This is an optimization exercise on Yosys and OpenROAD, whose aim is small area, a short achievable clock period and few clock cycles, not a production implementation.

==> module divisor_clk, before the edit <==
module divisor_clk #(parameter WIDTH = 24,
                 parameter WIDTHZ = (WIDTH*2))
(
    input logic clk,
    input logic arst,
    input logic start,
    input logic [WIDTH-1:0] a,
    input logic [WIDTH-1:0] b,
    output logic done,
    output logic div_by_zero,
    output logic [WIDTH-1:0] q,
    output logic [WIDTH-1:0] f,
    output logic [WIDTHZ-1:0] z
);
    localparam K = 7;
    logic             busy;
    logic [2:0]       cnt;         
    logic [WIDTH-1:0] rem;         
    logic [WIDTH-1:0] div;         
    logic [WIDTHZ-1:0] qd;         
    logic b_zero;
    logic [WIDTH-1:0]  rem_init;
    logic [WIDTHZ-1:0] qd_init;
    logic [2:0]       cnt_init;
    assign b_zero = (b == 0);
    logic ok13;
    assign ok13 = (|b[23:13]);
    logic ok20;
    assign ok20 = (|b[23:20]);
    always_comb begin
        rem_init = '0;
        qd_init  = {1'b0, a, 23'b0};
        cnt_init = 3'd6;
        if (ok13) begin
            rem_init = {13'b0, a[23:11]};
            qd_init  = {a[10:0], 37'b0};
            cnt_init = 3'd4;
        end
        if (ok20) begin
            rem_init = {20'b0, a[23:4]};
            qd_init  = {a[3:0], 44'b0};
            cnt_init = 3'd3;
        end
    end
    logic [WIDTH-1:0]  r_s [0:K];
    logic [WIDTHZ-1:0] q_s [0:K];
    assign r_s[0] = rem;
    assign q_s[0] = qd;
    for (genvar i = 0; i < K; i++) begin : g_step
        logic [WIDTH:0] x, y, t;
        logic qb;
        assign x = {r_s[i], q_s[i][WIDTHZ-1]};
        assign y = {1'b0, div};
        logic [WIDTH+1:0] g, p;
        logic [WIDTH+2:0] bw;
        assign g = {1'b0, ~x & y};
        assign p = {1'b0, ~(x ^ y)};
        assign bw[0] = 1'b0;
        for (genvar j = 0; j <= WIDTH; j = j + 2) begin : g_grp
            logic gg, pp;
            assign gg = g[j+1] | (p[j+1] & g[j]);
            assign pp = p[j+1] & p[j];
            assign bw[j+1] = g[j] | (p[j] & bw[j]);
            assign bw[j+2] = gg | (pp & bw[j]);
        end
        assign t = x ^ y ^ bw[WIDTH:0];
        assign qb = ~t[WIDTH];
        assign r_s[i+1] = qb ? t[WIDTH-1:0] : x[WIDTH-1:0];
        assign q_s[i+1] = {q_s[i][WIDTHZ-2:0], qb};
    end
    always_ff @(posedge clk or posedge arst) begin
        if (arst) begin
            busy <= 1'b0;
            done <= 1'b0;
            cnt <= '0;
            div_by_zero <= 1'b0;
        end else begin
            done <= 1'b0;
            if (busy) begin
                if (cnt == 0) begin
                    busy <= 1'b0;
                    done <= 1'b1;
                end
                cnt <= cnt - 1'b1;
            end else if (start) begin
                div_by_zero <= b_zero;
                if (b_zero) begin
                    done <= 1'b1;
                end else begin
                    busy <= 1'b1;
                    cnt <= cnt_init;
                end
            end
        end
    end
    always_ff @(posedge clk) begin
        div <= b;
        if (busy) begin
            rem <= r_s[K];
            qd  <= q_s[K];
        end else if (b_zero) begin
            rem <= '0;
            qd  <= '0;
        end else begin
            rem <= rem_init;
            qd  <= qd_init;
        end
    end
    assign q = qd[WIDTHZ-1:WIDTH];
    assign f = qd[WIDTH-1:0];
    assign z = qd;
endmodule
clock: 110.0 ns
lec_check: 0
cap_margin: 20
core_margin: 2
core_utilization: 40
place_density: 0.6
slew_margin: 20
run.sh (not shown) runs the stock make flow with config.mk's settings and CLKGATE_MAP_FILE= SYNTH_SCRIPT=/design/flow/synth_recipe.tcl, a recipe that flattens the netlist after the stock synthesis.
Then changed:
--- a/flow/design.v
+++ b/flow/design.v
@@ -12,36 +12,36 @@
     output logic [WIDTH-1:0] q,
     output logic [WIDTH-1:0] f,
     output logic [WIDTHZ-1:0] z
 );
-    localparam K = 7;
+    localparam K = 5;
     logic             busy;
-    logic [2:0]       cnt;         
+    logic [3:0]       cnt;         
     logic [WIDTH-1:0] rem;         
     logic [WIDTH-1:0] div;         
     logic [WIDTHZ-1:0] qd;         
     logic b_zero;
     logic [WIDTH-1:0]  rem_init;
     logic [WIDTHZ-1:0] qd_init;
-    logic [2:0]       cnt_init;
+    logic [3:0]       cnt_init;
     assign b_zero = (b == 0);
     logic ok13;
     assign ok13 = (|b[23:13]);
-    logic ok20;
-    assign ok20 = (|b[23:20]);
+    logic ok23;
+    assign ok23 = b[23];
     always_comb begin
         rem_init = '0;
-        qd_init  = {1'b0, a, 23'b0};
-        cnt_init = 3'd6;
+        qd_init  = {2'b0, a, 22'b0};
+        cnt_init = 4'd9;
         if (ok13) begin
             rem_init = {13'b0, a[23:11]};
             qd_init  = {a[10:0], 37'b0};
-            cnt_init = 3'd4;
+            cnt_init = 4'd6;
         end
-        if (ok20) begin
-            rem_init = {20'b0, a[23:4]};
-            qd_init  = {a[3:0], 44'b0};
-            cnt_init = 3'd3;
+        if (ok23) begin
+            rem_init = {23'b0, a[23:1]};
+            qd_init  = {a[0:0], 47'b0};
+            cnt_init = 4'd4;
         end
     end
     logic [WIDTH-1:0]  r_s [0:K];
     logic [WIDTHZ-1:0] q_s [0:K];
What happened: Sequential cell count came out higher by 1; sequential share of layout area rose by 3.6 points; final cell count shrinks by about 22%; wire length is lower by about 26%; count of clock-buffer cells in the layout went down by 1; core utilization is higher by 1.1 points; maximum frequency goes up by about 4%; setup slack improves by 0.94 ns; clock skew is higher by 0.0037 ns; via count came out lower by about 25%; hold slack barely changes.
No run of this note included a check of the RTL's function; only the layout flow was run.

---

divisor_clk, a different RTL version from the one above (not shown whole).
Size: about 2200 cells after synthesis, ~150 I/O pins, roughly 14000 um2 of cells after synthesis.
==> module divisor_clk, before the edit <==
module divisor_clk #(parameter WIDTH = 24,
                 parameter WIDTHZ = (WIDTH*2))
(
    input logic clk,
    input logic arst,
    input logic start,
    input logic [WIDTH-1:0] a,
    input logic [WIDTH-1:0] b,
    output logic done,
    output logic div_by_zero,
    output logic [WIDTH-1:0] q,
    output logic [WIDTH-1:0] f,
    output logic [WIDTHZ-1:0] z
);
    localparam K = 7;
    logic             busy;
    logic [2:0]       cnt;         
    logic [WIDTH-1:0] rem;         
    logic [WIDTH-1:0] div;         
    logic [WIDTHZ-1:0] qd;         
    logic             dz;          
    assign dz = (div == '0);
    logic [WIDTH-1:0]  rem_init;
    logic [WIDTHZ-1:0] qd_init;
    logic [2:0]       cnt_init;
    always_comb begin
        rem_init = '0;
        qd_init  = {1'b0, a, 23'b0};
        cnt_init = 3'd6;
        if ((|b[23:13])) begin
            rem_init = {13'b0, a[23:11]};
            qd_init  = {a[10:0], 37'b0};
            cnt_init = 3'd4;
        end
        if ((|b[23:20])) begin
            rem_init = {20'b0, a[23:4]};
            qd_init  = {a[3:0], 44'b0};
            cnt_init = 3'd3;
        end
    end
    logic [WIDTH-1:0]  r_s [0:K];
    logic [WIDTHZ-1:0] q_s [0:K];
    assign r_s[0] = rem;
    assign q_s[0] = qd;
    for (genvar i = 0; i < K; i++) begin : g_step
        logic [WIDTH:0] x, y, t;
        logic qb;
        assign x = {r_s[i], q_s[i][WIDTHZ-1]};
        assign y = {1'b0, div};
        assign t = x - y;
        assign qb = ~t[WIDTH];
        assign r_s[i+1] = qb ? t[WIDTH-1:0] : x[WIDTH-1:0];
        assign q_s[i+1] = {q_s[i][WIDTHZ-2:0], qb};
    end
    always_ff @(posedge clk or posedge arst) begin
        if (arst) begin
            busy <= 1'b0;
            done <= 1'b0;
            cnt <= '0;
            div_by_zero <= 1'b0;
        end else begin
            done <= 1'b0;
            if (busy) begin
                div_by_zero <= dz;
                if (cnt == 0 || dz) begin
                    busy <= 1'b0;
                    done <= 1'b1;
                end
                cnt <= cnt - 1'b1;
            end else if (start) begin
                busy <= 1'b1;
                cnt <= cnt_init;
            end
        end
    end
    always_ff @(posedge clk) begin
        div <= b;
        if (busy) begin
            rem <= r_s[K];
            qd  <= dz ? '0 : q_s[K];
        end else begin
            rem <= rem_init;
            qd  <= qd_init;
        end
    end
    assign q = qd[WIDTHZ-1:WIDTH];
    assign f = qd[WIDTH-1:0];
    assign z = qd;
endmodule
Settings: LEC_CHECK=0, ABC_AREA=1, CAP_MARGIN=20, CORE_MARGIN=2, CORE_UTILIZATION=40, PLACE_DENSITY=0.6, SLEW_MARGIN=20; clock period 110.0 ns.
Rerun with:
--- a/flow/design.v
+++ b/flow/design.v
@@ -46,11 +46,35 @@
     for (genvar i = 0; i < K; i++) begin : g_step
         logic [WIDTH:0] x, y, t;
         logic qb;
         assign x = {r_s[i], q_s[i][WIDTHZ-1]};
         assign y = {1'b0, div};
-        assign t = x - y;
+        localparam G = 4;
+        localparam NG = (WIDTH + 1 + G - 1) / G;
+        logic [NG*G-1:0] xx, yy, d0, d1;
+        logic [NG:0] bw;
+        assign xx = {{(NG*G-WIDTH-1){1'b0}}, x};
+        assign yy = {{(NG*G-WIDTH-1){1'b0}}, y};
+        assign bw[0] = 1'b0;
+        for (genvar j = 0; j < NG; j++) begin : g_grp
+            logic [G:0] b0, b1;
+            assign b0[0] = 1'b0;
+            assign b1[0] = 1'b1;
+            for (genvar k = 0; k < G; k++) begin : g_b
+                assign b0[k+1] = (~xx[j*G+k] & yy[j*G+k]) | (~(xx[j*G+k] ^ yy[j*G+k]) & b0[k]);
+                assign b1[k+1] = (~xx[j*G+k] & yy[j*G+k]) | (~(xx[j*G+k] ^ yy[j*G+k]) & b1[k]);
+            end
+            assign d0[j*G +: G] = xx[j*G +: G] ^ yy[j*G +: G] ^ b0[G-1:0];
+            assign d1[j*G +: G] = xx[j*G +: G] ^ yy[j*G +: G] ^ b1[G-1:0];
+            assign bw[j+1] = bw[j] ? b1[G] : b0[G];
+        end
+        for (genvar j = 0; j < NG; j++) begin : g_sel
+            if (j*G <= WIDTH) begin : g_s
+                localparam HI = (j*G+G-1 > WIDTH) ? WIDTH : j*G+G-1;
+                assign t[HI:j*G] = bw[j] ? d1[HI:j*G] : d0[HI:j*G];
+            end
+        end
         assign qb = ~t[WIDTH];
         assign r_s[i+1] = qb ? t[WIDTH-1:0] : x[WIDTH-1:0];
         assign q_s[i+1] = {q_s[i][WIDTHZ-2:0], qb};
     end
     always_ff @(posedge clk or posedge arst) begin
After rerunning:
- The changed run ran to the end with no violations
- cell count drops by a quarter to a third
- core utilization climbs by 1.2 points
- worst hold slack gets better by 0.0052 ns
- clock-buffer cell count stays the same
- area after synthesis drops by about a fifth
- routed wire length drops by a quarter to a third
- design area drops by about a fifth
- setup slack gets worse by 26 ns
- critical path depth climbs by 225
- synthesized cell count drops by a quarter to a third
Function was not checked in any run of this note: the RTL went through the layout flow alone.

## port drivers added, routing unchanged
The results above use ideal ports. As a check the final layouts listed here were re-extracted and re-timed, cells and wires unchanged.
Step 1: set_driving_cell puts a clkbuf_16 on clk and a buf_2 on each other input, an assumption about the parent block.
Step 2 also shifts input and output timing later by t, the mid clock arrival at the registers, as if the neighbouring blocks saw the same clock.
a / b / c = no drivers / after step 1 / after step 2; a / b = the first two.
run	shift t [ns]	setup slack, ns	worst setup path after step 2	worst slew at a driven data input, ns
the first run of note 1	0.398	85.185 / 85.203 / 84.805	input to register	0.05
the second run of note 1	0.399	86.122 / 86.144 / 85.745	input to register	0.06
the first run of note 2	0.387	85.527 / 85.547 / 85.160	input to register	0.06
the second run of note 2	0.414	59.488 / 59.488 / 59.488	register to register	0.05
After both steps setup and hold are still met in every run listed. For the first run of note 1, which loses most, drivers alone change the setup slack by +0.018 ns; drivers and shift together by -0.380 ns.
